From an optimization exercise on the open Yosys and OpenROAD flow, aimed at small area; shortcuts taken in it are not production practice.
Only simulation tests tie the RTL to the original design; equivalence was not proved.

### flow/config.mk
export PLATFORM = sky130hd
export DESIGN_NAME = top_iq_demod
export DESIGN_NICKNAME = top_iq_demod
export VERILOG_FILES = /design/flow/design.v
export SDC_FILE = /design/flow/constraint.sdc
export NUM_CORES = 4
export LEC_CHECK = 0
export ABC_AREA = 1
export CAP_MARGIN = 20
export CORE_MARGIN = 2
export CORE_UTILIZATION = 60
export CTS_BUF_LIST = sky130_fd_sc_hd__clkbuf_8
export CTS_CLUSTER_DIAMETER = 50
export CTS_CLUSTER_SIZE = 20
export SLEW_MARGIN = 20
### flow/constraint.sdc
create_clock -name core_clock -period 13.0 [get_ports {clk}]
set_input_delay 2.6000 -clock core_clock [delete_from_list [all_inputs] [get_ports {clk}]]
set_output_delay 2.6000 -clock core_clock [all_outputs]
set_load 0.01 [all_outputs]
### flow/design.v
module fir_mac (
	input logic [4:0] sel,
	input logic [4:0] a, b, c, d,
	input logic start,
	input logic [13:0] acc,
	output logic [13:0] nacc
);
	wire t1 = a[0] ^ b[0];
	wire t2 = a[0] & b[0];
	wire t3 = a[1] ^ b[1] ^ t2;
	wire t4 = (a[1] & b[1]) | (a[1] & t2) | (b[1] & t2);
	wire t5 = a[2] ^ b[2] ^ t4;
	wire t6 = (a[2] & b[2]) | (a[2] & t4) | (b[2] & t4);
	wire t7 = a[3] ^ b[3] ^ t6;
	wire t8 = (a[3] & b[3]) | (a[3] & t6) | (b[3] & t6);
	wire t9 = a[4] ^ b[4] ^ t8;
	wire t10 = (a[4] & b[4]) | (a[4] & t8) | (b[4] & t8);
	wire t11 = a[4] ^ b[4] ^ t10;
	wire t12 = c[0] ^ d[0];
	wire t13 = c[0] & d[0];
	wire t14 = c[1] ^ d[1] ^ t13;
	wire t15 = (c[1] & d[1]) | (c[1] & t13) | (d[1] & t13);
	wire t16 = c[2] ^ d[2] ^ t15;
	wire t17 = (c[2] & d[2]) | (c[2] & t15) | (d[2] & t15);
	wire t18 = c[3] ^ d[3] ^ t17;
	wire t19 = (c[3] & d[3]) | (c[3] & t17) | (d[3] & t17);
	wire t20 = c[4] ^ d[4] ^ t19;
	wire t21 = (c[4] & d[4]) | (c[4] & t19) | (d[4] & t19);
	wire t22 = c[4] ^ d[4] ^ t21;
	wire t23 = t1 ^ t12;
	wire t24 = t1 & t12;
	wire t25 = t3 ^ t14 ^ t24;
	wire t26 = (t3 & t14) | (t3 & t24) | (t14 & t24);
	wire t27 = t5 ^ t16 ^ t26;
	wire t28 = (t5 & t16) | (t5 & t26) | (t16 & t26);
	wire t29 = t7 ^ t18 ^ t28;
	wire t30 = (t7 & t18) | (t7 & t28) | (t18 & t28);
	wire t31 = t9 ^ t20 ^ t30;
	wire t32 = (t9 & t20) | (t9 & t30) | (t20 & t30);
	wire t33 = t11 ^ t22 ^ t32;
	wire t34 = (t11 & t22) | (t11 & t32) | (t22 & t32);
	wire t35 = t11 ^ t22 ^ t34;
	wire t36 = t3 ^ t12;
	wire t37 = t3 & t12;
	wire t38 = t5 ^ t14 ^ t37;
	wire t39 = (t5 & t14) | (t5 & t37) | (t14 & t37);
	wire t40 = t7 ^ t16 ^ t39;
	wire t41 = (t7 & t16) | (t7 & t39) | (t16 & t39);
	wire t42 = t9 ^ t18 ^ t41;
	wire t43 = (t9 & t18) | (t9 & t41) | (t18 & t41);
	wire t44 = t11 ^ t20 ^ t43;
	wire t45 = (t11 & t20) | (t11 & t43) | (t20 & t43);
	wire t46 = t11 ^ t22 ^ t45;
	wire t47 = (t11 & t22) | (t11 & t45) | (t22 & t45);
	wire t48 = t11 ^ t22 ^ t47;
	wire [5:0] S1 = {t11, t9, t7, t5, t3, t1};
	wire [5:0] S2 = {t22, t20, t18, t16, t14, t12};
	wire [6:0] T = {t35, t33, t31, t29, t27, t25, t23};
	wire [7:0] E = {t48, t46, t44, t42, t40, t38, t36, t1};
	wire t49 = (~S2[0] & (sel[0])) | (~S2[1] & (sel[1])) | (S2[0] & (sel[2])) | (T[1] & (sel[3] | sel[4]));
	wire t50 = (~S2[1] & (sel[0])) | (~S2[2] & (sel[1])) | (S2[1] & (sel[2])) | (T[2] & (sel[3] | sel[4]));
	wire t51 = (~S2[2] & (sel[0])) | (~S2[3] & (sel[1])) | (S2[2] & (sel[2])) | (T[3] & (sel[3] | sel[4]));
	wire t52 = (~S2[3] & (sel[0])) | (~S2[4] & (sel[1])) | (S2[3] & (sel[2])) | (T[4] & (sel[3] | sel[4]));
	wire t53 = (~S2[4] & (sel[0])) | (S2[5] & (sel[1])) | (S2[4] & (sel[2])) | (T[5] & (sel[3] | sel[4]));
	wire t54 = (S2[5] & (sel[0])) | (~S2[5] & (sel[2])) | (~T[6] & (sel[3] | sel[4])) | (sel[1]);
	wire t55 = (~S2[0] & (sel[1])) | (T[0] & (sel[3] | sel[4]));
	wire t56 = (~S2[0] & (sel[0])) | (~S1[2] & (sel[2])) | (~T[0] & (sel[3])) | (S1[2] & (sel[4]));
	wire t57 = (~S2[1] & (sel[0])) | (S2[0] & (sel[1])) | (~S1[3] & (sel[2])) | (~T[1] & (sel[3])) | (S1[3] & (sel[4]));
	wire t58 = (~S2[2] & (sel[0])) | (S2[1] & (sel[1])) | (~S1[4] & (sel[2])) | (~T[2] & (sel[3])) | (S1[4] & (sel[4]));
	wire t59 = (~S2[3] & (sel[0])) | (S2[2] & (sel[1])) | (S1[5] & (sel[2])) | (~T[3] & (sel[3])) | (~S1[5] & (sel[4]));
	wire t60 = (~S2[4] & (sel[0])) | (S2[3] & (sel[1])) | (~T[4] & (sel[3])) | (sel[2] | sel[4]);
	wire t61 = (S2[5] & (sel[0])) | (S2[4] & (sel[1])) | (~T[5] & (sel[3])) | (sel[2] | sel[4]);
	wire t62 = (~S2[5] & (sel[1])) | (T[6] & (sel[3])) | (sel[0] | sel[2] | sel[4]);
	wire t63 = (~S1[0] & (sel[2])) | (S1[0] & (sel[4])) | (sel[0] | sel[1]);
	wire t64 = (~S1[1] & (sel[2])) | (S1[1] & (sel[4]));
	wire t65 = (T[0] & (sel[0])) | (sel[1]);
	wire t66 = (T[1] & (sel[0])) | (~T[0] & (sel[1])) | (sel[2]);
	wire t67 = (T[2] & (sel[0])) | (~T[1] & (sel[1])) | (S2[0] & (sel[3]));
	wire t68 = (T[3] & (sel[0])) | (~T[2] & (sel[1])) | (S2[1] & (sel[3]));
	wire t69 = (T[4] & (sel[0])) | (~T[3] & (sel[1])) | (T[0] & (sel[2])) | (S2[2] & (sel[3]));
	wire t70 = (T[5] & (sel[0])) | (~T[4] & (sel[1])) | (T[1] & (sel[2])) | (S2[3] & (sel[3])) | (E[0] & (sel[4]));
	wire t71 = (~T[6] & (sel[0])) | (~T[5] & (sel[1])) | (T[2] & (sel[2])) | (S2[4] & (sel[3])) | (E[1] & (sel[4]));
	wire t72 = (T[6] & (sel[1])) | (T[3] & (sel[2])) | (~S2[5] & (sel[3])) | (E[2] & (sel[4])) | (sel[0]);
	wire t73 = (T[4] & (sel[2])) | (E[3] & (sel[4])) | (sel[1] | sel[3]);
	wire t74 = (T[5] & (sel[2])) | (E[4] & (sel[4]));
	wire t75 = (~T[6] & (sel[2])) | (E[5] & (sel[4])) | (sel[0] | sel[1]);
	wire t76 = (E[6] & (sel[4])) | (sel[0] | sel[1] | sel[3]);
	wire t77 = (~E[7] & (sel[4])) | (sel[0] | sel[1] | sel[2] | sel[3]);
	wire t78 = (~S2[0] & (sel[2])) | (~S1[0] & (sel[3])) | (sel[1]);
	wire t79 = (~S2[1] & (sel[2])) | (~S1[1] & (sel[3])) | (E[0] & (sel[4]));
	wire t80 = (~S2[2] & (sel[2])) | (~S1[2] & (sel[3])) | (E[1] & (sel[4]));
	wire t81 = (~S2[3] & (sel[2])) | (~S1[3] & (sel[3])) | (E[2] & (sel[4]));
	wire t82 = (~S2[4] & (sel[2])) | (~S1[4] & (sel[3])) | (E[3] & (sel[4]));
	wire t83 = (S2[5] & (sel[2])) | (S1[5] & (sel[3])) | (E[4] & (sel[4]));
	wire t84 = (E[5] & (sel[4]));
	wire t85 = (E[6] & (sel[4]));
	wire t86 = (~E[7] & (sel[4])) | (sel[0] | sel[1] | sel[2] | sel[3]);
	wire t87 = sel[0] | sel[3];
	wire t88 = sel[2] | sel[3];
	wire t89 = sel[3];
	wire t90 = sel[2] | sel[4];
	wire t91 = sel[4];
	wire t92 = acc[0] & ~start;
	wire t93 = acc[1] & ~start;
	wire t94 = acc[2] & ~start;
	wire t95 = acc[3] & ~start;
	wire t96 = acc[4] & ~start;
	wire t97 = acc[5] & ~start;
	wire t98 = acc[6] & ~start;
	wire t99 = acc[7] & ~start;
	wire t100 = acc[8] & ~start;
	wire t101 = acc[9] & ~start;
	wire t102 = acc[10] & ~start;
	wire t103 = acc[11] & ~start;
	wire t104 = acc[12] & ~start;
	wire t105 = acc[13] & ~start;
	wire t106 = t95 ^ t87;
	wire t107 = t95 & t87;
	wire t108 = t96 ^ t69;
	wire t109 = t96 & t69;
	wire t110 = t97 ^ t88 ^ t78;
	wire t111 = (t97 & t88) | (t97 & t78) | (t88 & t78);
	wire t112 = t70 ^ t58;
	wire t113 = t70 & t58;
	wire t114 = t98 ^ t89 ^ t79;
	wire t115 = (t98 & t89) | (t98 & t79) | (t89 & t79);
	wire t116 = t71 ^ t59 ^ t54;
	wire t117 = (t71 & t59) | (t71 & t54) | (t59 & t54);
	wire t118 = t99 ^ t80 ^ t72;
	wire t119 = (t99 & t80) | (t99 & t72) | (t80 & t72);
	wire t120 = t100 ^ t81;
	wire t121 = t100 & t81;
	wire t122 = t101 ^ t82;
	wire t123 = t101 & t82;
	wire t124 = t102 ^ t90;
	wire t125 = t102 & t90;
	wire t126 = t103 ^ t91;
	wire t127 = t103 & t91;
	wire t128 = t93 ^ t66;
	wire t129 = t93 & t66;
	wire t130 = t94 ^ t67 ^ t64;
	wire t131 = (t94 & t67) | (t94 & t64) | (t67 & t64);
	wire t132 = t106 ^ t68 ^ t56;
	wire t133 = (t106 & t68) | (t106 & t56) | (t68 & t56);
	wire t134 = t107 ^ t108 ^ t57;
	wire t135 = (t107 & t108) | (t107 & t57) | (t108 & t57);
	wire t136 = t109 ^ t112 ^ t110;
	wire t137 = (t109 & t112) | (t109 & t110) | (t112 & t110);
	wire t138 = t113 ^ t111 ^ t116;
	wire t139 = (t113 & t111) | (t113 & t116) | (t111 & t116);
	wire t140 = t117 ^ t115 ^ t118;
	wire t141 = (t117 & t115) | (t117 & t118) | (t115 & t118);
	wire t142 = t119 ^ t120 ^ t73;
	wire t143 = (t119 & t120) | (t119 & t73) | (t120 & t73);
	wire t144 = t121 ^ t122 ^ t74;
	wire t145 = (t121 & t122) | (t121 & t74) | (t122 & t74);
	wire t146 = t123 ^ t124 ^ t83;
	wire t147 = (t123 & t124) | (t123 & t83) | (t124 & t83);
	wire t148 = t125 ^ t126 ^ t84;
	wire t149 = (t125 & t126) | (t125 & t84) | (t126 & t84);
	wire t150 = t127 ^ t104 ^ t85;
	wire t151 = (t127 & t104) | (t127 & t85) | (t104 & t85);
	wire t152 = t92 ^ t65;
	wire t153 = t92 & t65;
	wire t154 = t128 ^ t63 ^ t49;
	wire t155 = (t128 & t63) | (t128 & t49) | (t63 & t49);
	wire t156 = t129 ^ t130 ^ t50;
	wire t157 = (t129 & t130) | (t129 & t50) | (t130 & t50);
	wire t158 = t131 ^ t132 ^ t51;
	wire t159 = (t131 & t132) | (t131 & t51) | (t132 & t51);
	wire t160 = t133 ^ t134 ^ t52;
	wire t161 = (t133 & t134) | (t133 & t52) | (t134 & t52);
	wire t162 = t135 ^ t136 ^ t53;
	wire t163 = (t135 & t136) | (t135 & t53) | (t136 & t53);
	wire t164 = t137 ^ t138 ^ t114;
	wire t165 = (t137 & t138) | (t137 & t114) | (t138 & t114);
	wire t166 = t139 ^ t140 ^ t60;
	wire t167 = (t139 & t140) | (t139 & t60) | (t140 & t60);
	wire t168 = t141 ^ t142 ^ t61;
	wire t169 = (t141 & t142) | (t141 & t61) | (t142 & t61);
	wire t170 = t143 ^ t144 ^ t62;
	wire t171 = (t143 & t144) | (t143 & t62) | (t144 & t62);
	wire t172 = t145 ^ t146 ^ t75;
	wire t173 = (t145 & t146) | (t145 & t75) | (t146 & t75);
	wire t174 = t147 ^ t148 ^ t76;
	wire t175 = (t147 & t148) | (t147 & t76) | (t148 & t76);
	wire t176 = t149 ^ t150 ^ t77;
	wire t177 = (t149 & t150) | (t149 & t77) | (t150 & t77);
	wire t178 = t151 ^ t105 ^ t86;
	wire t179 = (t151 & t105) | (t151 & t86) | (t105 & t86);
	wire t180 = t55 ^ t152;
	wire t181 = t55 & t152;
	wire t182 = t154 ^ t153 ^ t181;
	wire t183 = (t154 & t153) | (t154 & t181) | (t153 & t181);
	wire t184 = t156 ^ t155 ^ t183;
	wire t185 = (t156 & t155) | (t156 & t183) | (t155 & t183);
	wire t186 = t158 ^ t157 ^ t185;
	wire t187 = (t158 & t157) | (t158 & t185) | (t157 & t185);
	wire t188 = t160 ^ t159 ^ t187;
	wire t189 = (t160 & t159) | (t160 & t187) | (t159 & t187);
	wire t190 = t162 ^ t161 ^ t189;
	wire t191 = (t162 & t161) | (t162 & t189) | (t161 & t189);
	wire t192 = t164 ^ t163 ^ t191;
	wire t193 = (t164 & t163) | (t164 & t191) | (t163 & t191);
	wire t194 = t166 ^ t165 ^ t193;
	wire t195 = (t166 & t165) | (t166 & t193) | (t165 & t193);
	wire t196 = t168 ^ t167 ^ t195;
	wire t197 = (t168 & t167) | (t168 & t195) | (t167 & t195);
	wire t198 = t170 ^ t169 ^ t197;
	wire t199 = (t170 & t169) | (t170 & t197) | (t169 & t197);
	wire t200 = t172 ^ t171 ^ t199;
	wire t201 = (t172 & t171) | (t172 & t199) | (t171 & t199);
	wire t202 = t174 ^ t173 ^ t201;
	wire t203 = (t174 & t173) | (t174 & t201) | (t173 & t201);
	wire t204 = t176 ^ t175 ^ t203;
	wire t205 = (t176 & t175) | (t176 & t203) | (t175 & t203);
	wire t206 = t178 ^ t177 ^ t205;
	wire t207 = (t178 & t177) | (t178 & t205) | (t177 & t205);
	assign nacc = {t206, t204, t202, t200, t198, t196, t194, t192, t190, t188, t186, t184, t182, t180};
endmodule
module top_iq_demod(
	input logic clk,
	input logic resetn,
	input bit ADC_rdy_i,
	input logic signed [4:0] I_IF,
	input logic signed [4:0] Q_IF,
	output bit demod_iq_valid,
	output logic signed [4:0] I_BB,
	output logic signed [4:0] Q_BB
);
logic [2:0] cnt;
logic [1:0] ph;
logic [2:0] cpt;
logic e, w;
logic first;
wire shift = e & (cpt == 3'd4);
always_ff @(posedge clk, negedge resetn)
	if (~resetn) begin
		cnt <= 0; ph <= 0; cpt <= 0; e <= 0; w <= 0; first <= 1;
	end else begin
		cnt <= (cnt == 3'd4) ? 3'd0 : cnt + 3'd1;
		if (cnt == 3'd4) begin ph <= ph + 2'd1; first <= 0; end
		cpt <= shift ? 3'd0 : cpt + 3'd1;
		e <= ~e & ~w & ADC_rdy_i;
		w <= e | (w & ADC_rdy_i);
	end
wire [4:0] sel = {cnt == 3'd0, cnt == 3'd4, cnt == 3'd3, cnt == 3'd2, cnt == 3'd1};
wire [4:0] xi = ph[0] ? Q_IF : I_IF;
wire [4:0] xq = ph[0] ? I_IF : Q_IF;
wire [4:0] in_i = ph[1] ? xi : -xi;
wire [4:0] in_q = (ph[0] ^ ph[1]) ? xq : -xq;
wire [4:0] z = {sel[0], sel[1], sel[2], sel[3], sel[4]};
wire [4:0] f = {sel[4], sel[0], sel[1], sel[2], sel[3]};
logic [4:0] ra_i [0:4], rb_i [0:4], rc_i [0:4], rd_i [0:4];
logic [4:0] ra_q [0:4], rb_q [0:4], rc_q [0:4], rd_q [0:4];
logic [4:0] pa_i [0:4], pb_i [0:4], pc_i [0:4], pd_i [0:4];
logic [4:0] pa_q [0:4], pb_q [0:4], pc_q [0:4], pd_q [0:4];
always_comb
	for (int j = 0; j < 5; j++) begin
		pa_i[j] = ra_i[j]; pb_i[j] = rb_i[j]; pc_i[j] = rc_i[j]; pd_i[j] = rd_i[j];
		pa_q[j] = ra_q[j]; pb_q[j] = rb_q[j]; pc_q[j] = rc_q[j]; pd_q[j] = rd_q[j];
		if (j == 0 && first) begin
			pa_i[j] = 0; pb_i[j] = 0; pc_i[j] = 0; pd_i[j] = 0;
			pa_q[j] = 0; pb_q[j] = 0; pc_q[j] = 0; pd_q[j] = 0;
		end
	end
always_ff @(posedge clk)
	for (int j = 0; j < 5; j++) begin
		if (shift) begin
			ra_i[j] <= z[j] ? in_i : pb_i[j];
			rb_i[j] <= pa_i[(j+1)%5];
			rc_i[j] <= f[j] ? pb_i[(j+1)%5] : pd_i[(j+2)%5];
			rd_i[j] <= pc_i[(j+1)%5];
			ra_q[j] <= z[j] ? in_q : pb_q[j];
			rb_q[j] <= pa_q[(j+1)%5];
			rc_q[j] <= f[j] ? pb_q[(j+1)%5] : pd_q[(j+2)%5];
			rd_q[j] <= pc_q[(j+1)%5];
		end else begin
			ra_i[j] <= pa_i[(j+1)%5]; rb_i[j] <= pb_i[(j+1)%5];
			rc_i[j] <= pc_i[(j+1)%5]; rd_i[j] <= pd_i[(j+1)%5];
			ra_q[j] <= pa_q[(j+1)%5]; rb_q[j] <= pb_q[(j+1)%5];
			rc_q[j] <= pc_q[(j+1)%5]; rd_q[j] <= pd_q[(j+1)%5];
		end
	end
logic [13:9] acc_i_h, acc_q_h;
logic [8:0] acc_i_l, acc_q_l;
logic [4:0] h_i, h_q;
wire start = (cpt == 3'd0);
wire [13:0] acc_i = {acc_i_h, acc_i_l};
wire [13:0] acc_q = {acc_q_h, acc_q_l};
wire [13:0] nacc_i, nacc_q;
fir_mac mac_i (.sel(sel), .a(pa_i[0]), .b(pb_i[0]), .c(pc_i[0]), .d(pd_i[0]), .start(start), .acc(acc_i), .nacc(nacc_i));
fir_mac mac_q (.sel(sel), .a(pa_q[0]), .b(pb_q[0]), .c(pc_q[0]), .d(pd_q[0]), .start(start), .acc(acc_q), .nacc(nacc_q));
always_ff @(posedge clk, negedge resetn)
	if (~resetn) begin
		acc_i_h <= 0; acc_q_h <= 0; I_BB <= 0; Q_BB <= 0;
	end else begin
		acc_i_h <= nacc_i[13:9];
		acc_q_h <= nacc_q[13:9];
		if (cpt == 3'd2) begin I_BB <= h_i; Q_BB <= h_q; end
	end
always_ff @(posedge clk) begin
	acc_i_l <= nacc_i[8:0];
	acc_q_l <= nacc_q[8:0];
	if (start) begin h_i <= acc_i[13:9]; h_q <= acc_q[13:9]; end
end
assign demod_iq_valid = (cpt == 3'd3);
endmodule
### flow/flow/run.sh
#!/bin/bash
# Layout flow: the standard ORFS flow (standard.sh) with these changes in how the
# layout is made:
#  - synthesis: Yosys's coarse "synth -run fine:" step runs without its quick ABC pass
#    (-noabc), so that the full adders the RTL spells out are extracted as written, and
#    the final ABC mapping of the combinational logic uses an area-oriented script
#    (abc_area.script in this folder) instead of ORFS's default one. Registers are
#    mapped by the unchanged standard synthesis steps (ABC never touches them);
#  - the port buffers are the smallest buffer, sky130_fd_sc_hd__buf_1;
#  - clock tree synthesis inserts no dummy loads.
# Every tool's full output goes to the ORFS logs (orfs/logs/...) and to flow.log here.
set -euo pipefail
here=$(pwd)
rm -rf "$here/scripts"
cp -r "$FLOW_HOME/scripts" "$here/scripts"
cp "$here/flow/abc_area.script" "$here/scripts/abc_area.script"
sed -i 's/^  synth -top $::env(DESIGN_NAME) -run fine: {\*}$synth_full_args$/  synth -top $::env(DESIGN_NAME) -run fine: -noabc {*}$synth_full_args/' "$here/scripts/synth.tcl"
grep -q -- '-run fine: -noabc' "$here/scripts/synth.tcl"
bash standard.sh "SCRIPTS_DIR=$here/scripts" \
	"BUFFER_PORTS_ARGS=-buffer_cell sky130_fd_sc_hd__buf_1" \
	"CTS_ARGS=-sink_clustering_enable -repair_clock_nets -buf_list sky130_fd_sc_hd__clkbuf_8 -sink_clustering_size 20 -sink_clustering_max_diameter 60 -dont_use_dummy_load" \
	finish > "$here/flow.log" 2>&1
### flow/flow/abc_area.script
strash
dc2
&get -n
&deepsyn -T 60 -S 7
&put
dch
amap -F 3 -A 8
topo
### flow/standard.sh
#!/bin/bash
# synth_recipe.tcl (not shown) runs the flow's synth.tcl, then flattens the netlist and writes it again
# the make line also repeats each setting of config.mk as NAME=value (left out here)
make -C /OpenROAD-flow-scripts/flow DESIGN_CONFIG=/design/flow/config.mk WORK_HOME=/design/flow/orfs CLKGATE_MAP_FILE= SYNTH_SCRIPT=/design/flow/synth_recipe.tcl "${@:-finish}"
==> results of run 1 <==
==> worst paths after layout <==
check | from | to | slack [ns] | cells past startpoint
setup / recovery | first | acc_i_h[13] | 1.51 | 27
max in group asynchronous | resetn | w | 10.29 | 1
hold / removal | rd_q[3][4] | rd_q[2][4] | 0.36 | 2
setup reg to reg | first | acc_i_h[13] | 1.51 | 27
hold reg to reg | rd_q[3][4] | rd_q[2][4] | 0.36 | 2
min in group asynchronous | resetn | ph[1] | 2.11 | 1
==> worst min-delay path, stage by stage, from the launching register on <==
cell	delay, ns
dfxtp_1	0.29
clkinv_1	0.06
o22ai_1	0.08
==> per-layer routing <==
metal  track usage (%)  vias to the layer above  share of wire (%)  wire length (um)
li1                  -                     4506                  -                 -
met1              43.7                     4611                 46             14400
met2              44.1                      444                 44             13900
met3              3.72                       63                8.0              2530
met4              7.43                        0                2.5               805
met5                 0                        -                  0                 0
==> stage by stage <==
step	cell area, um2	hold slack (ns)	setup slack (ns)
3_5_place_dp	13300	0.425	1.47
3_3_place_gp	13300	0.423	1.72
2_1_floorplan	12700	0.417	2.55
4_1_cts	13600	0.362	1.44
5_1_grt	13600	0.384	0.893
6_report	13600	0.358	1.51
==> synth_stat cells, types with 3 or more instances <==
| cell | instances | area [um2] |
|---|---|---|
| o21ai_0 | 62 | 310 |
| a21oi_1 | 36 | 180 |
| nor2b_1 | 47 | 294 |
| nor3_1 | 3 | 15.0 |
| dfxtp_1 | 218 | 4360 |
| ha_1 | 39 | 488 |
| nand2_1 | 82 | 308 |
| a221o_1 | 11 | 110 |
| nor2_1 | 60 | 225 |
| clkinv_1 | 250 | 938 |
| dfrtp_1 | 30 | 751 |
| a222oi_1 | 99 | 991 |
| edfxtp_1 | 10 | 300 |
| o221ai_1 | 22 | 193 |
| o211ai_1 | 14 | 105 |
| o22a_1 | 10 | 87.6 |
| fa_1 | 114 | 2280 |
| a22oi_1 | 10 | 75.1 |
| a31oi_1 | 4 | 25.0 |
| o22ai_1 | 81 | 507 |
==> flip-flops by register name, indices dropped and copies added, names as in the netlist, 5 cells and up <==
name	flops
ra_i	25
ra_q	25
rb_i	25
rb_q	25
rc_i	25
rc_q	25
rd_i	25
rd_q	25
acc_i_l	9
acc_q_l	9
I_BB	5
Q_BB	5
acc_i_h	5
acc_q_h	5
h_i	5
h_q	5
==> cells by family after synthesis <==
group           count (synthesis)  share of synthesized area (%)
compound gates                357                           20.9
xor+xnor                        2                          0.138
fa+ha+maj                     153                           21.8
buf+inv                       250                           7.40
flops                         259                           42.9
simple gates                  197                           6.86
==> cell type report <==
type                       instances  area (um2)  area share [%]
timing repair buffer              42         230            1.69
clock buffer                      23         317            2.33
sequential                       259        5440            40.0
multi-input combinational        709        6330            46.5
inverter                         250         938            6.90
tap                              275         344            2.53
==> flow_summary.toml, run 1 <==
[outcome]
status = "timing/DRC/antenna clean"

[finish]
layout_common_cells = "clkinv_1 (249), dfxtp_1 (218), fa_1 (114), a222oi_1 (99), nand2_1 (82)"
layout.nets = 1451
synthToLayoutAreaGrowth_pct = 7.20
mostFrequentLayoutCell = "clkinv_1"
drive_gt1_share_pct = 3.90
fin_util_pct = 65.1
diodes = 0
fill_cells = 1735
finalNonFillerCells = 1558

[detailed_routing]
via_per_inst = 6.18
drc = 0
firstDrtPassIters = 8
routed_wirelength_um = 31700
drtIter0Drc = 1333
vias = 9624
wire_per_inst_um = 20.3
detail-route-antenna-nets = 0

[floorplanning]
initial_utilization_pct = 60.7
ios = 24
dieWidth_um = 149
fp.coreArea_um2 = 20900
die_area_um2 = 22300
num_rows = 53
die_h_um = 149

[worst_setup_path]
arrival_ns = 11.96
cp.required_ns = 13.47
crit_buf_inv = 2
endpoint_kind = "register"
crit_path_frequent_cell = "fa_1"
slowest_stage = "dfstp_2"
critPathMaxStageDelay_ns = 0.78
crit_family = "adder cells"
startpoint_type = "register"
critPathKind = "reg -> reg"
cp_max_fo = 24

[grt]
grt_pass1_vias = 9095
grt_pass1_wl_um = 50300
antenna_found_initial = 0
grt_util_all_layers_pct = 28.8
grt_overflow = 0
grt_max_degree = 83

[clock_network]
cts_buffers = 23
cts_tree = "done"
insertion_delay_ns = 0.60
clk_pin_slew_ns = 0.12
ctsLongestPathBuffers = 3
cts.repair.resized = 0
htreeDepth = 1
root_buffer = "clkbuf_8"
cts.sinks = 259
hold_buffers = 0
post-cts-setup-buffer-count = 0

[timing]
hold_viol = 0
slew-limit-headroom_pct = 25.6
tns_ns = 0
fin_skew_ns = 0.110
tightest_slew_ns = 1.11
fmax_ghz = 0.0870
period_minus_slack_ns = 11.49
period_share_pct = 88.4
setup_violations = 0
rsz0062_at_grt = "no"
drv_slew = 0

[placed_design]
dp_hpwl_um = 21800
port_buffers = 23
place_congestion = 0.890
dp.cells = 1535

[synthesis]
synthCells = 1218
syn_area_um2 = 12700
synth_edf_count = 10
postSynth.asyncResetShare_pct = 12.0
avgSynthCellArea_um2 = 10.4
seq_area_frac_synth_pct = 42.9
ys_seq_elements = 259
syn_nets = 1384
yosysUniqueCellTypes = 33
yosysWarnings = 33
synth_ff_type = "dfxtp_1"

[job]
maxCapViolCount = 0

[worst_hold_path]
min_path_type = "reg -> reg"
==> run 2: changes to the inputs <==
--- a/flow/flow/run.sh
+++ b/flow/flow/run.sh
@@ -18,5 +18,5 @@
 grep -q -- '-run fine: -noabc' "$here/scripts/synth.tcl"
 bash standard.sh "SCRIPTS_DIR=$here/scripts" \
 	"BUFFER_PORTS_ARGS=-buffer_cell sky130_fd_sc_hd__buf_1" \
-	"CTS_ARGS=-sink_clustering_enable -repair_clock_nets -buf_list sky130_fd_sc_hd__clkbuf_8 -sink_clustering_size 20 -sink_clustering_max_diameter 60 -dont_use_dummy_load" \
+	"CTS_ARGS=-sink_clustering_enable -repair_clock_nets -buf_list sky130_fd_sc_hd__clkbuf_8 -sink_clustering_size 20 -sink_clustering_max_diameter 50 -dont_use_dummy_load" \
 	finish > "$here/flow.log" 2>&1
==> run 2 against run 1 <==
Still clean on timing, DRC and antenna. Synthesized cell count is the same. Worst setup slack lost 0.14 ns. Count of clock-buffer cells in the layout grew 2. Synthesized area is the same. Core utilization grew 0.13 points. Non-clock buffer count is the same. Fmax shrank 1.2%. Routed wire length grew 0.17%. Die area is the same. Critical path type unchanged. Largest cell class unchanged.
==> flow_summary.toml, run 2 <==
[synthesis]
synth_edf_count = 10
synth.area.top_cells = "dfxtp_1 (34%), fa_1 (18%), a222oi_1 (7.8%), clkinv_1 (7.4%), dfrtp_1 (5.9%)"
syn_nets = 1384
yosysMostFrequentCell = "clkinv_1"
synthCells = 1218
ys_seq_elements = 259
syn_area_um2 = 12700
seq_area_frac_synth_pct = 42.9
synth_top_area_share_pct = 34.4
synth_commonest_cells = "clkinv_1 (250), dfxtp_1 (218), fa_1 (114), a222oi_1 (99), nand2_1 (82)"
yosysUniqueCellTypes = 33
synth_ff_type = "dfxtp_1"
avgSynthCellArea_um2 = 10.4
postSynth.asyncResetShare_pct = 12.0
synth_area_leader_cell = "dfxtp_1"
yosysWarnings = 33

[detailed_routing]
via_per_inst = 6.17
drtIter0Drc = 1256
vias = 9628
wire_per_inst_um = 20.3
firstDrtPassIters = 6
routed_wirelength_um = 31700
drc = 0
detail-route-antenna-nets = 0

[clock_network]
cts_tree = "done"
post-cts-setup-buffer-count = 0
root_buffer = "clkbuf_8"
insertion_delay_ns = 0.57
hold_buffers = 0
cts_buffers = 25
clk_pin_slew_ns = 0.09
cts.sinks = 259
ctsLongestPathBuffers = 3
htreeDepth = 1
cts.repair.resized = 0

[grt]
grt_pass1_vias = 9167
grt_util_all_layers_pct = 28.8
grt_pass1_wl_um = 50100
grt_max_degree = 83
grt_overflow = 0
antenna_found_initial = 0

[timing]
slew-limit-headroom_pct = 25.9
fmax_ghz = 0.0860
tightest_slew_ns = 1.11
fin_skew_ns = 0.0564
tns_ns = 0
drv_slew = 0
hold_viol = 0
period_minus_slack_ns = 11.63
rsz0062_at_grt = "no"
setup_violations = 0
period_share_pct = 89.5

[outcome]
status = "timing/DRC/antenna clean"

[finish]
synthToLayoutAreaGrowth_pct = 7.42
layout_common_cells = "clkinv_1 (249), dfxtp_1 (218), fa_1 (114), a222oi_1 (99), nand2_1 (82)"
layout.nets = 1453
finalNonFillerCells = 1560
mostFrequentLayoutCell = "clkinv_1"
final_area_um2 = 13600
fill_cells = 1746
drive_gt1_share_pct = 4.05
diodes = 0

[worst_setup_path]
startpoint_type = "register"
cp_max_fo = 24
reg2reg_slack_ns = 1.37
arrival_ns = 12.13
critPathKind = "reg -> reg"
endpoint_kind = "register"
cp.required_ns = 13.50

[placed_design]
place_congestion = 0.890
dp_hpwl_um = 21800
port_buffers = 23
placed_area_um2 = 13300
dp.cells = 1535

[floorplanning]
num_rows = 53
fp.coreArea_um2 = 20900
die_h_um = 149
die_area_um2 = 22300
dieWidth_um = 149
ios = 24
initial_utilization_pct = 60.7

[job]
maxCapViolCount = 0

[worst_hold_path]
min_path_type = "reg -> reg"
-- run 2: metal layers --
layer  wire [um]  GRT usage, %  vias up  part of all wire (%)
met5           0             0        -                     0
met4         589          7.00        0                   1.9
met3        2410          3.72       50                   7.6
met2       14100          44.1      413                    44
met1       14600          43.7     4643                    46
li1            -             -     4522                     -
-- run 2: final cells by class --
class / instances / area [um2] / area share, %
multi-input combinational: 709 / 6330 / 46.5
sequential: 259 / 5440 / 39.9
inverter: 250 / 938 / 6.89
clock buffer: 25 / 344 / 2.52
tap: 275 / 344 / 2.52
timing repair buffer: 42 / 230 / 1.69
-- run 2: final timing paths --
check / from / to / cells past startpoint
worst max-delay path: first / acc_i_h[13] / 27
worst min-delay path: acc_i_h[12] / h_i[3] / 0
worst max register to register: first / acc_i_h[13] / 27
worst min register to register: acc_i_h[12] / h_i[3] / 0
max in group asynchronous: resetn / acc_i_h[10] / 1
min in group asynchronous: resetn / Q_BB[4] / 1
-- run 2: critical path: stages, from the launching register on --
cell and delay (ns):
dfstp_2 0.79, clkinv_1 0.81, nand2_1 0.37, clkinv_1 0.11, ha_1 0.22, fa_1 0.45, fa_1 0.47, fa_1 0.64
fa_1 0.49, fa_1 0.58, a222oi_1 0.38, o21ai_0 0.18, ha_1 0.32, fa_1 0.52, fa_1 0.52, fa_1 0.45
fa_1 0.47, fa_1 0.47, fa_1 0.47, fa_1 0.46, fa_1 0.47, fa_1 0.47, fa_1 0.46, fa_1 0.44
o21ai_0 0.20, xnor2_1 0.16, nor2_1 0.06, a21oi_1 0.13
-- run 2: logic make-up after synthesis --
family / synth area share [%]
AO/OA/AOI/OAI: 20.9
buffers and inverters: 7.40
XOR/XNOR: 0.138
adder cells (fa/ha/maj): 21.8
flip-flops: 42.9
AND/OR/NAND/NOR: 6.86
-- run 2: stage by stage --
step / util [%] / hold slack [ns] / setup slack, ns
2_1_floorplan: - / 0.417 / 2.55
3_3_place_gp: 63.6 / 0.423 / 1.72
3_5_place_dp: 63.6 / 0.425 / 1.47
4_1_cts: 65.2 / 0.405 / 1.44
5_1_grt: 65.2 / 0.406 / 0.895
6_report: 65.2 / 0.405 / 1.37
==> run 3: changes to the inputs <==
--- a/flow/design.v
+++ b/flow/design.v
@@ -257,8 +257,8 @@
 logic [4:0] pa_q [0:4], pb_q [0:4], pc_q [0:4], pd_q [0:4];
 always_comb
 	for (int j = 0; j < 5; j++) begin
-		pa_i[j] = ra_i[j]; pb_i[j] = rb_i[j]; pc_i[j] = rc_i[j]; pd_i[j] = rd_i[j];
-		pa_q[j] = ra_q[j]; pb_q[j] = rb_q[j]; pc_q[j] = rc_q[j]; pd_q[j] = rd_q[j];
+		pa_i[j] = ~ra_i[j]; pb_i[j] = rb_i[j]; pc_i[j] = ~rc_i[j]; pd_i[j] = rd_i[j];
+		pa_q[j] = ~ra_q[j]; pb_q[j] = rb_q[j]; pc_q[j] = ~rc_q[j]; pd_q[j] = rd_q[j];
 		if (j == 0 && first) begin
 			pa_i[j] = 0; pb_i[j] = 0; pc_i[j] = 0; pd_i[j] = 0;
 			pa_q[j] = 0; pb_q[j] = 0; pc_q[j] = 0; pd_q[j] = 0;
@@ -267,19 +267,19 @@
 always_ff @(posedge clk)
 	for (int j = 0; j < 5; j++) begin
 		if (shift) begin
-			ra_i[j] <= z[j] ? in_i : pb_i[j];
+			ra_i[j] <= ~(z[j] ? in_i : pb_i[j]);
 			rb_i[j] <= pa_i[(j+1)%5];
-			rc_i[j] <= f[j] ? pb_i[(j+1)%5] : pd_i[(j+2)%5];
+			rc_i[j] <= ~(f[j] ? pb_i[(j+1)%5] : pd_i[(j+2)%5]);
 			rd_i[j] <= pc_i[(j+1)%5];
-			ra_q[j] <= z[j] ? in_q : pb_q[j];
+			ra_q[j] <= ~(z[j] ? in_q : pb_q[j]);
 			rb_q[j] <= pa_q[(j+1)%5];
-			rc_q[j] <= f[j] ? pb_q[(j+1)%5] : pd_q[(j+2)%5];
+			rc_q[j] <= ~(f[j] ? pb_q[(j+1)%5] : pd_q[(j+2)%5]);
 			rd_q[j] <= pc_q[(j+1)%5];
 		end else begin
-			ra_i[j] <= pa_i[(j+1)%5]; rb_i[j] <= pb_i[(j+1)%5];
-			rc_i[j] <= pc_i[(j+1)%5]; rd_i[j] <= pd_i[(j+1)%5];
-			ra_q[j] <= pa_q[(j+1)%5]; rb_q[j] <= pb_q[(j+1)%5];
-			rc_q[j] <= pc_q[(j+1)%5]; rd_q[j] <= pd_q[(j+1)%5];
+			ra_i[j] <= ~(pa_i[(j+1)%5]); rb_i[j] <= pb_i[(j+1)%5];
+			rc_i[j] <= ~(pc_i[(j+1)%5]); rd_i[j] <= pd_i[(j+1)%5];
+			ra_q[j] <= ~(pa_q[(j+1)%5]); rb_q[j] <= pb_q[(j+1)%5];
+			rc_q[j] <= ~(pc_q[(j+1)%5]); rd_q[j] <= pd_q[(j+1)%5];
 		end
 	end
 logic [13:9] acc_i_h, acc_q_h;
==> run 3 against run 2 <==
Worst setup slack improved by 0.45 ns. Fmax up 4.1%. Non-clock buffer count up 1. Clock skew is 0.032 ns higher. Synthesized area down 0.87%. Final cell count decreased by 1.8%. Largest cell class unchanged.
==> flow_summary.toml, run 3 <==
[detailed_routing]
wl_met3_um = 2670
wire_per_inst_um = 20.3
drc = 0
wl_met1_um = 13500
via_per_inst = 6.27
met2_length_um = 14200
top_layer = "met4"
detail-route-antenna-nets = 0
firstDrtPassIters = 10
routed_wirelength_um = 31100
drtIter0Drc = 1454
vias = 9607

[finish]
layout.nets = 1430
fin_util_pct = 66.3
synthToLayoutAreaGrowth_pct = 7.61
mostFrequentLayoutCell = "clkinv_1"
drive_gt1_share_pct = 4.36
diodes = 0
layout_common_cells = "clkinv_1 (236), dfxtp_1 (218), fa_1 (114), o22ai_1 (96), a222oi_1 (92)"

[worst_setup_path]
cp.required_ns = 13.40
critPathMaxStageDelay_ns = 0.84
critPathKind = "reg -> reg"
cp_max_fo = 21
crit_path_frequent_cell = "fa_1"
arrival_ns = 11.58
slowest_stage = "dfstp_2"
startpoint_type = "register"
reg2reg_slack_ns = 1.82
endpoint_kind = "register"

[floorplanning]
die_h_um = 149
num_rows = 52
ios = 24
initial_utilization_pct = 61.6
die_area_um2 = 22100
fp.coreArea_um2 = 20400
dieWidth_um = 149

[timing]
setup_violations = 0
rsz0062_at_grt = "no"
fin_skew_ns = 0.0881
period_minus_slack_ns = 11.18
hold_slack_ns = 0.430
tightest_slew_ns = 0.913
period_share_pct = 86.0
hold_viol = 0
fmax_ghz = 0.0895
drv_slew = 0
tns_ns = 0
slew-limit-headroom_pct = 38.9

[synthesis]
yosysUniqueCellTypes = 27
avgSynthCellArea_um2 = 10.5
postSynth.asyncResetShare_pct = 12.0
synth_commonest_cells = "clkinv_1 (237), dfxtp_1 (218), fa_1 (114), o22ai_1 (96), nor2_1 (93)"
ys_seq_elements = 259
synth.area.top_cells = "dfxtp_1 (35%), fa_1 (18%), a222oi_1 (7.3%), clkinv_1 (7.1%), dfrtp_1 (6.0%)"
synth_area_leader_cell = "dfxtp_1"
synth_top_area_share_pct = 34.7
seq_area_frac_synth_pct = 43.3
yosysWarnings = 33
synth_ff_type = "dfxtp_1"
syn_nets = 1360
synth_edf_count = 10
syn_area_um2 = 12600
synthCells = 1194
yosysMostFrequentCell = "clkinv_1"

[placed_design]
dp_hpwl_um = 21700
port_buffers = 23
place_congestion = 0.926

[grt]
grt_pass1_wl_um = 50600
grt_pass1_vias = 9260
antenna_found_initial = 0
grt_overflow = 0
grt_util_all_layers_pct = 29.2
grt_max_degree = 91

[clock_network]
hold_buffers = 0
htreeDepth = 1
root_buffer = "clkbuf_8"
ctsLongestPathBuffers = 3
clk_pin_slew_ns = 0.11
cts.repair.resized = 0
cts_tree = "done"
post-cts-setup-buffer-count = 0
cts_buffers = 25
cts.sinks = 259
insertion_delay_ns = 0.60

[job]
maxCapViolCount = 0

[outcome]
status = "timing/DRC/antenna clean"

[worst_hold_path]
min_path_type = "reg -> reg"
[run 3: cell count changes in the layout (fill, tap and decap cells not counted), moves of 13 or more]
| cell | before | now |
|---|---|---|
| clkinv_1 | 249 | 236 |
| nor2_1 | 56 | 87 |
| nand2_1 | 82 | 53 |
| o22ai_1 | 81 | 96 |
| nor2b_1 | 47 | 32 |
| o21ai_0 | 62 | 46 |
[run 3: final cells by class]
cell class,instances,area [um2]
Clock buffer,25,344
Fill cell,1661,6890
Inverter,237,891
Multi-Input combinational cell,698,6280
Sequential cell,259,5440
Tap cell,270,338
Timing Repair Buffer,43,241
[run 3: layer usage]
metal	track usage (%)	up-vias
met5	0	-
met4	7.76	0
met1	43.8	4679
met2	44.9	410
li1	-	4458
met3	4.40	60
[run 3: critical path, delay by kind of cell (launching register included)]
family	cells	cell delay [ns]
AOI/OAI and AO/OA	4	0.89
DFF	1	0.84
adders and majority gates	18	7.82
buffers and inverters	7	1.13
xor gates and xnor gates	1	0.16
and+or+nand+nor	1	0.14
[run 3: metrics by stage]
step	instances	worst slack, ns	instance area [um2]
final	1532	1.82	13500
after CTS	1532	1.84	13500
after global placement	1506	2.12	13200
after detailed placement	1507	1.93	13200
after global routing	1532	1.30	13500
after floorplan	1194	2.63	12600
[run 3: logic make-up (layout without fill, tap and decap cells)]
family	after synthesis	in the layout	synth area share [%]
buffers and inverters	237	305	7.07
AND/OR/NAND/NOR	182	182	6.13
adder cells (fa/ha/maj)	153	153	22.0
flip-flops	259	259	43.3
AO/OA/AOI/OAI	361	361	21.4
XOR/XNOR	2	2	0.139
[run 3: final timing paths]
| check | start | endpoint | cells past startpoint |
|---|---|---|---|
| worst max-delay path | first | acc_q_h[13] | 31 |
| min in group asynchronous | resetn | w | 1 |
| max in group asynchronous | resetn | cnt[1] | 1 |
| worst min-delay path | acc_i_h[13] | h_i[4] | 0 |
| worst max register to register | first | acc_q_h[13] | 31 |
| worst min register to register | acc_i_h[13] | h_i[4] | 0 |

-- static timing again, ports no longer ideal --
The results above use ideal ports. As a check the final layouts listed here were re-extracted and re-timed, cells and wires unchanged. Step 1 sets driving cells, clkbuf_16 on the clock port and buf_2 on the other inputs (assumed; they add their load-dependent delay and slew). Step 2 adds t to the input delays and takes it off the output delays; t is the mean of the earliest and latest rising clock arrival at the registers after step 1. Input paths then give back, and output paths get back, about the clock's delay inside the block. Slacks: ideal ports / drivers / drivers and shift; pairs: ideal ports / drivers.
| run | shift t [ns] | setup WS [ns] | cell pins on the clock port's net |
|---|---|---|---|
| run 1 | 0.587 | 1.511 / 1.511 / 1.511 | 1 |
| run 2 | 0.590 | 1.366 / 1.366 / 1.366 | 1 |
| run 3 | 0.597 | 1.821 / 1.821 / 1.821 | 1 |
After both steps every run listed still meets setup and hold.
